From an optimization exercise on the open Yosys and OpenROAD flow, aimed at small area and a short achievable clock period; shortcuts taken in it are not production practice.
Function was checked by simulation only, so behaviour that the tests miss may differ from the original.
No activity file was given, so power comes from the tool's default toggle rates.

Design sw_top, start of the top module:
module sw_top #(
  parameter int N       = 32,
  parameter int SCORE_W = 10
)(
  input  logic                   clk,
  input  logic                   rst_n,
  input  logic                   compute_en,
  input  logic                   clear_en,
  input  logic                   read_load_en,
  input  logic [2*N-1:0]         read_base_in,
  input  logic                   ref_valid_in,
  input  logic [1:0]             ref_in,
  output logic [SCORE_W*N-1:0]   pe_score,
  output logic [2*N-1:0]         pe_dir,
  output logic [N-1:0]           pe_valid
);
For scale: roughly 6,100 cells after synthesis, roughly 670 flip-flops, about 490 I/O pins, about 50,000 um^2 of cells after synthesis.
clock: 11.0 ns
lec_check: 0
cap_margin: 20
core_margin: 2
core_utilization: 60
place_density: 0.7
setup_slack_margin: 5
slew_margin: 20
standard.sh (not shown) runs the stock make flow with config.mk's settings and CLKGATE_MAP_FILE= SYNTH_SCRIPT=/design/flow/synth_recipe.tcl, a recipe that flattens the netlist after the stock synthesis.
==> flow/flow/run.sh <==
#!/bin/bash
# Layout flow: the standard ORFS flow (standard.sh, unchanged synthesis),
# with these changes to how the layout is made:
#  - the port buffers are sky130_fd_sc_hd__buf_1 cells instead of the
#    default (a clock delay buffer), so timing repair can size them;
#  - clock tree: smaller clock buffers, larger sink clusters, no dummy loads.
# The full output of the flow goes to standard.log; ORFS keeps its own
# per-step logs under orfs/logs.
set -uo pipefail
MARGIN=${MARGIN:-5.65}
bash standard.sh "BUFFER_PORTS_ARGS=-buffer_cell sky130_fd_sc_hd__buf_1" \
  SETUP_SLACK_MARGIN=$MARGIN \
  "CTS_ARGS=-sink_clustering_enable -repair_clock_nets -dont_use_dummy_load -buf_list {sky130_fd_sc_hd__clkbuf_8} -sink_clustering_size 14 -sink_clustering_max_diameter 70" \
  finish > standard.log 2>&1
Then changed:
--- a/flow/flow/run.sh
+++ b/flow/flow/run.sh
@@ -10 +10 @@
-MARGIN=${MARGIN:-5.65}
+MARGIN=${MARGIN:-5.5}
Effect:
- sequential power barely changes
- wire length is lower slightly
- register-to-register slack improves by 0.09 ns
- setup slack loses 0.13 ns
- design area came out lower slightly
- via count drops slightly

* * *

sw_top again, from the RTL that the note above started with.
==> flow/config.mk <==
export PLATFORM = sky130hd
export DESIGN_NAME = sw_top
export DESIGN_NICKNAME = sw_top
export VERILOG_FILES = /design/flow/design.v
export SDC_FILE = /design/flow/constraint.sdc
export NUM_CORES = 4
export LEC_CHECK = 0
export CAP_MARGIN = 20
export CORE_MARGIN = 2
export CORE_UTILIZATION = 70
export PLACE_DENSITY = 0.8
export SETUP_SLACK_MARGIN = 5
export SLEW_MARGIN = 20
==> flow/constraint.sdc <==
create_clock -name core_clock -period 11.0 [get_ports {clk}]
set_input_delay 2.2000 -clock core_clock [delete_from_list [all_inputs] [get_ports {clk}]]
set_output_delay 2.2000 -clock core_clock [all_outputs]
set_load 0.01 [all_outputs]
==> flow/flow/run.sh <==
#!/bin/bash
# Layout flow: the standard ORFS flow (standard.sh, unchanged synthesis),
# with these changes to how the layout is made:
#  - the port buffers are sky130_fd_sc_hd__buf_1 cells instead of the
#    default (a clock delay buffer), so timing repair can size them;
#  - clock tree: smaller clock buffers, larger sink clusters, no dummy loads.
# The full output of the flow goes to standard.log; ORFS keeps its own
# per-step logs under orfs/logs.
set -uo pipefail
MARGIN=${MARGIN:-5.5}
bash standard.sh "BUFFER_PORTS_ARGS=-buffer_cell sky130_fd_sc_hd__buf_1" \
  SETUP_SLACK_MARGIN=$MARGIN \
  "CTS_ARGS=-sink_clustering_enable -repair_clock_nets -dont_use_dummy_load -buf_list {sky130_fd_sc_hd__clkbuf_8} -sink_clustering_size 14 -sink_clustering_max_diameter 70" \
  finish > standard.log 2>&1
Then changed:
--- a/flow/flow/run.sh
+++ b/flow/flow/run.sh
@@ -10 +10 @@
-MARGIN=${MARGIN:-5.5}
+MARGIN=${MARGIN:-5.3}
- CORE_UTILIZATION: 70 -> 60
- PLACE_DENSITY: 0.8 -> 0.7
What happened: Synthesized cell count stays the same. Cell area is about the same. Wire length decreases by 2.4%. Maximum frequency decreases by 2.6%.

* * *

The RTL this note starts from:
==> flow/design.v <==
module pe #(
  parameter int W = 9
)(
  input  logic         clk,
  input  logic         adv,       
  input  logic         vnext,     
  input  logic         mnext,     
  input  logic         mhold,     
  input  logic [W-1:0] u,         
  input  logic [W-1:0] d,         
  output logic [W-1:0] s,
  output logic [1:0]   dir,
  output logic [W-1:0] o1
);
  function automatic logic [W:0] add(input logic [W:0] a, input logic [W:0] b);
    logic c;
    c = 1'b0;
    for (int k = 0; k <= W; k++) begin
      add[k] = a[k] ^ b[k] ^ c;
      c      = (a[k] & b[k]) | (c & (a[k] ^ b[k]));
    end
  endfunction
  function automatic logic ge(input logic [W:0] a, input logic [W:0] b);
    logic c;
    c = 1'b1;
    for (int k = 0; k <= W; k++)
      c = (a[k] & ~b[k]) | (c & (a[k] | ~b[k]));
    ge = c;
  endfunction
  logic [W-1:0] s_r, o1_r;
  logic [1:0]   dir_r;
  logic [W:0] ue, le, de;
  assign ue = {1'b0, u};
  assign le = {1'b0, s_r};
  assign de = {1'b0, d};
  logic u_ge_l;
  assign u_ge_l = ge(ue, le);
  logic [W:0] xe;
  assign xe = u_ge_l ? ue : le;
  localparam logic [W:0] KM9 = (W+1)'((1 << (W+1)) - 9);    
  localparam logic [W:0] KM5 = (W+1)'((1 << (W+1)) - 5);    
  logic [W:0] dp9, dm9, xm5;
  assign dp9 = add(de, (W+1)'(9));
  assign dm9 = add(de, KM9);      
  assign xm5 = add(xe, KM5);      
  logic [W:0] t;
  assign t = mnext ? dp9 : dm9;
  logic diag;
  assign diag = ge({~t[W], t[W-1:0]}, {~xm5[W], xm5[W-1:0]});
  logic [W:0] best;
  assign best = diag ? t : xm5;
  logic pos;
  assign pos = !best[W] && (best != '0);
  logic [W-1:0] nxt_val;
  logic [1:0]   nxt_dir;
  always_comb begin
    if (!vnext) begin
      nxt_val = '0; nxt_dir = 2'd0;
    end else if (adv) begin
      nxt_val = pos ? best[W-1:0] : '0;
      nxt_dir = !pos ? 2'd0 : diag ? 2'd1 : u_ge_l ? 2'd2 : 2'd3;
    end else begin
      nxt_val = mhold ? W'(9) : '0;
      nxt_dir = mhold ? 2'd1 : 2'd0;
    end
  end
  always_ff @(posedge clk) begin
    s_r   <= nxt_val;
    dir_r <= nxt_dir;
    o1_r  <= adv ? s_r : '0;
  end
  assign s   = s_r;
  assign dir = dir_r;
  assign o1  = o1_r;
endmodule
module systolic #(
  parameter int N       = 32,
  parameter int SCORE_W = 10
)(
  input  logic                         clk,
  input  logic                         rst_n,
  input  logic                         compute_en,
  input  logic                         clear_en,
  input  logic                         read_load_en,
  input  logic [N-1:0][1:0]            read_base_in,
  input  logic                         ref_valid_in,
  input  logic       [1:0]             ref_in,
  output logic [N-1:0][SCORE_W-1:0]    pe_score,
  output logic [N-1:0][1:0]            pe_dir,
  output logic [N-1:0]                 pe_valid
);
  function automatic integer sw(input integer i);
    integer k;
    begin
      sw = 1;
      for (k = 1; k < 16; k = k + 1)
        if ((1 << k) <= 9*(i+1)) sw = k + 1;
    end
  endfunction
  localparam int WM = sw(N-1);
  logic adv, keep;
  assign keep = rst_n & ~clear_en;         
  assign adv  = keep & compute_en;         
  logic [N-1:0][1:0] read_r, read_nx;
  always_comb begin
    for (int k = 0; k < N; k++)
      read_nx[k] = !rst_n ? 2'b0 : read_load_en ? read_base_in[k] : read_r[k];
  end
  always_ff @(posedge clk) read_r <= read_nx;
  logic [N-1:1][1:0] ref_r, ref_nx;
  logic [N-1:1]      v_r, v_nx;
  always_comb begin
    ref_nx[1] = keep ? ref_in : 2'b0;
    v_nx[1]   = keep & ref_valid_in;
    for (int k = 2; k < N; k++) begin
      ref_nx[k] = !keep ? 2'b0 : compute_en ? ref_r[k-1] : ref_r[k];
      v_nx[k]   = keep & (compute_en ? v_r[k-1] : v_r[k]);
    end
  end
  always_ff @(posedge clk) begin
    ref_r <= ref_nx;
    v_r   <= v_nx;
  end
  logic o1_9, o1_4;        
  logic m0, s0_9, s0_4;
  assign m0   = (ref_in == read_r[0]);
  assign s0_9 = ref_valid_in & m0;
  assign s0_4 = ref_valid_in & ~m0 & o1_9;
  always_ff @(posedge clk) begin
    o1_9 <= adv & s0_9;
    o1_4 <= adv & s0_4;
  end
  logic [N-1:0][WM-1:0] s_v, o1_v;
  logic [N-1:0][1:0]    dir_v;
  assign s_v[0]  = s0_9 ? WM'(9) : s0_4 ? WM'(4) : '0;
  assign dir_v[0] = s0_9 ? 2'd1 : s0_4 ? 2'd3 : 2'd0;
  assign o1_v[0] = o1_9 ? WM'(9) : o1_4 ? WM'(4) : '0;
  logic [N-1:0][1:0] read_ld;
  logic [N-1:1]      m_adv, m_hold;
  always_comb begin
    for (int k = 0; k < N; k++)
      read_ld[k] = read_load_en ? read_base_in[k] : read_r[k];
    m_adv[1]  = (ref_in == read_ld[1]);
    m_hold[1] = m_adv[1];
    for (int k = 2; k < N; k++) begin
      m_adv[k]  = (ref_r[k-1] == read_ld[k]);
      m_hold[k] = (ref_r[k]   == read_ld[k]);
    end
  end
  genvar gi;
  generate
    for (gi = 1; gi < N; gi++) begin : g_pe
      localparam int W = sw(gi);
      logic [W-1:0] s, o1;
      logic [1:0]   dir;
      pe #(.W(W)) u_pe (
        .clk   (clk),
        .adv   (adv),
        .vnext (v_nx[gi]),
        .mnext (m_adv[gi]),
        .mhold (m_hold[gi]),
        .u     (W'(s_v[gi-1])),
        .d     (W'(o1_v[gi-1])),
        .s     (s),
        .dir   (dir),
        .o1    (o1)
      );
      assign s_v[gi]   = WM'(s);
      assign o1_v[gi]  = WM'(o1);
      assign dir_v[gi] = dir;
    end
  endgenerate
  generate
    for (gi = 0; gi < N; gi++) begin : g_out
      assign pe_score[gi] = compute_en ? SCORE_W'(s_v[gi]) : '0;
      assign pe_dir[gi]   = compute_en ? dir_v[gi] : 2'd0;
      assign pe_valid[gi] = (gi == 0) ? ref_valid_in : v_r[gi];
    end
  endgenerate
endmodule
module sw_top #(
  parameter int N       = 32,
  parameter int SCORE_W = 10
)(
  input  logic                   clk,
  input  logic                   rst_n,
  input  logic                   compute_en,
  input  logic                   clear_en,
  input  logic                   read_load_en,
  input  logic [2*N-1:0]         read_base_in,
  input  logic                   ref_valid_in,
  input  logic [1:0]             ref_in,
  output logic [SCORE_W*N-1:0]   pe_score,
  output logic [2*N-1:0]         pe_dir,
  output logic [N-1:0]           pe_valid
);
  systolic #(.N(N), .SCORE_W(SCORE_W)) u_sys (
    .clk          (clk),
    .rst_n        (rst_n),
    .compute_en   (compute_en),
    .clear_en     (clear_en),
    .read_load_en (read_load_en),
    .read_base_in (read_base_in),
    .ref_valid_in (ref_valid_in),
    .ref_in       (ref_in),
    .pe_score     (pe_score),
    .pe_dir       (pe_dir),
    .pe_valid     (pe_valid)
  );
endmodule
clock: 11.0 ns
lec_check: 0
cap_margin: 20
core_margin: 2
core_utilization: 60
place_density: 0.7
setup_slack_margin: 5
slew_margin: 20
==> flow/flow/run.sh <==
#!/bin/bash
# Layout flow: the standard ORFS flow (standard.sh, unchanged synthesis),
# with these changes to how the layout is made:
#  - the port buffers are sky130_fd_sc_hd__buf_1 cells instead of the
#    default (a clock delay buffer), so timing repair can size them;
#  - clock tree: smaller clock buffers, larger sink clusters, no dummy loads.
# The full output of the flow goes to standard.log; ORFS keeps its own
# per-step logs under orfs/logs.
set -uo pipefail
MARGIN=${MARGIN:-5.5}
bash standard.sh "BUFFER_PORTS_ARGS=-buffer_cell sky130_fd_sc_hd__buf_1" \
  SETUP_SLACK_MARGIN=$MARGIN \
  "CTS_ARGS=-sink_clustering_enable -repair_clock_nets -dont_use_dummy_load -buf_list {sky130_fd_sc_hd__clkbuf_8} -sink_clustering_size 14 -sink_clustering_max_diameter 70" \
  finish > standard.log 2>&1
==> next run, changes <==
==> flow/flow/run.sh (replaced) <==
#!/bin/bash
# Layout flow: the standard ORFS flow (standard.sh, unchanged synthesis),
# with these changes to how the layout is made:
#  - the port buffers are sky130_fd_sc_hd__buf_1 cells instead of the
#    default (a clock delay buffer), so timing repair can size them;
#  - clock tree: larger sink clusters, no dummy loads.
# The full output of the flow goes to standard.log; ORFS keeps its own
# per-step logs under orfs/logs.
set -uo pipefail
MARGIN=${MARGIN:-5.5}
bash standard.sh "BUFFER_PORTS_ARGS=-buffer_cell sky130_fd_sc_hd__buf_1" \
  SETUP_SLACK_MARGIN=$MARGIN \
  "CTS_ARGS=-sink_clustering_enable -repair_clock_nets -dont_use_dummy_load -buf_list {sky130_fd_sc_hd__clkbuf_16} -sink_clustering_size 22 -sink_clustering_max_diameter 90" \
  finish > standard.log 2>&1
What happened: Hold slack is worse by 0.0063 ns. Final area increases by 0.42%. Combinational power increases by about 1%. Non-clock buffer count increases by 2. First-iteration DRC count decreases by 6.9%. Core utilization increases by 0.27 points. Setup slack is worse by 0.0052 ns.

re-timing with driven ports:
In the flow no input, the clock included, has a driving cell. The finished layouts below were timed again as built, in two steps.
Step 1 (the two cells are an assumption about what drives the block):
set clk [get_ports {clk}]
set_driving_cell -lib_cell sky130_fd_sc_hd__clkbuf_16 $clk
set_driving_cell -lib_cell sky130_fd_sc_hd__buf_2 [delete_from_list [all_inputs] $clk]
Step 2 moves the port delays by t, midway between the first and last clock arrival at a register: inputs arrive t later, outputs are due t later. That takes back most of the time a late clock gives input paths.
Three values: no drivers, after step 1, after step 2; two values: the first two.
run | t, ns | setup WS [ns] | worst hold slack (ns) | worst setup path at the end | pins driven straight from the clock port
the first run of note 1 | 0.788 | 5.650 / 5.315 / 4.841 | 0.474 / 0.474 / 0.474 | input to register | 1
the second run of note 1 | 0.786 | 5.523 / 5.390 / 4.879 | 0.492 / 0.492 / 0.492 | input to register | 1
the first run of note 2 | 0.783 | 5.501 / 5.292 / 4.706 | 0.477 / 0.477 / 0.477 | input to register | 1
the second run of note 2 | 0.793 | 5.355 / 5.322 / 4.705 | 0.484 / 0.484 / 0.484 | input to register | 1
the first run of note 3 | 0.777 | 5.500 / 5.160 / 4.854 | 0.526 / 0.526 / 0.526 | input to register | 1
the second run of note 3 | 0.662 | 5.495 / 5.185 / 4.883 | 0.520 / 0.520 / 0.520 | input to register | 1
After both steps setup and hold are still met in every run listed. For the first run of note 1, which loses most, drivers alone change the setup slack by -0.335 ns; drivers and shift together by -0.809 ns.
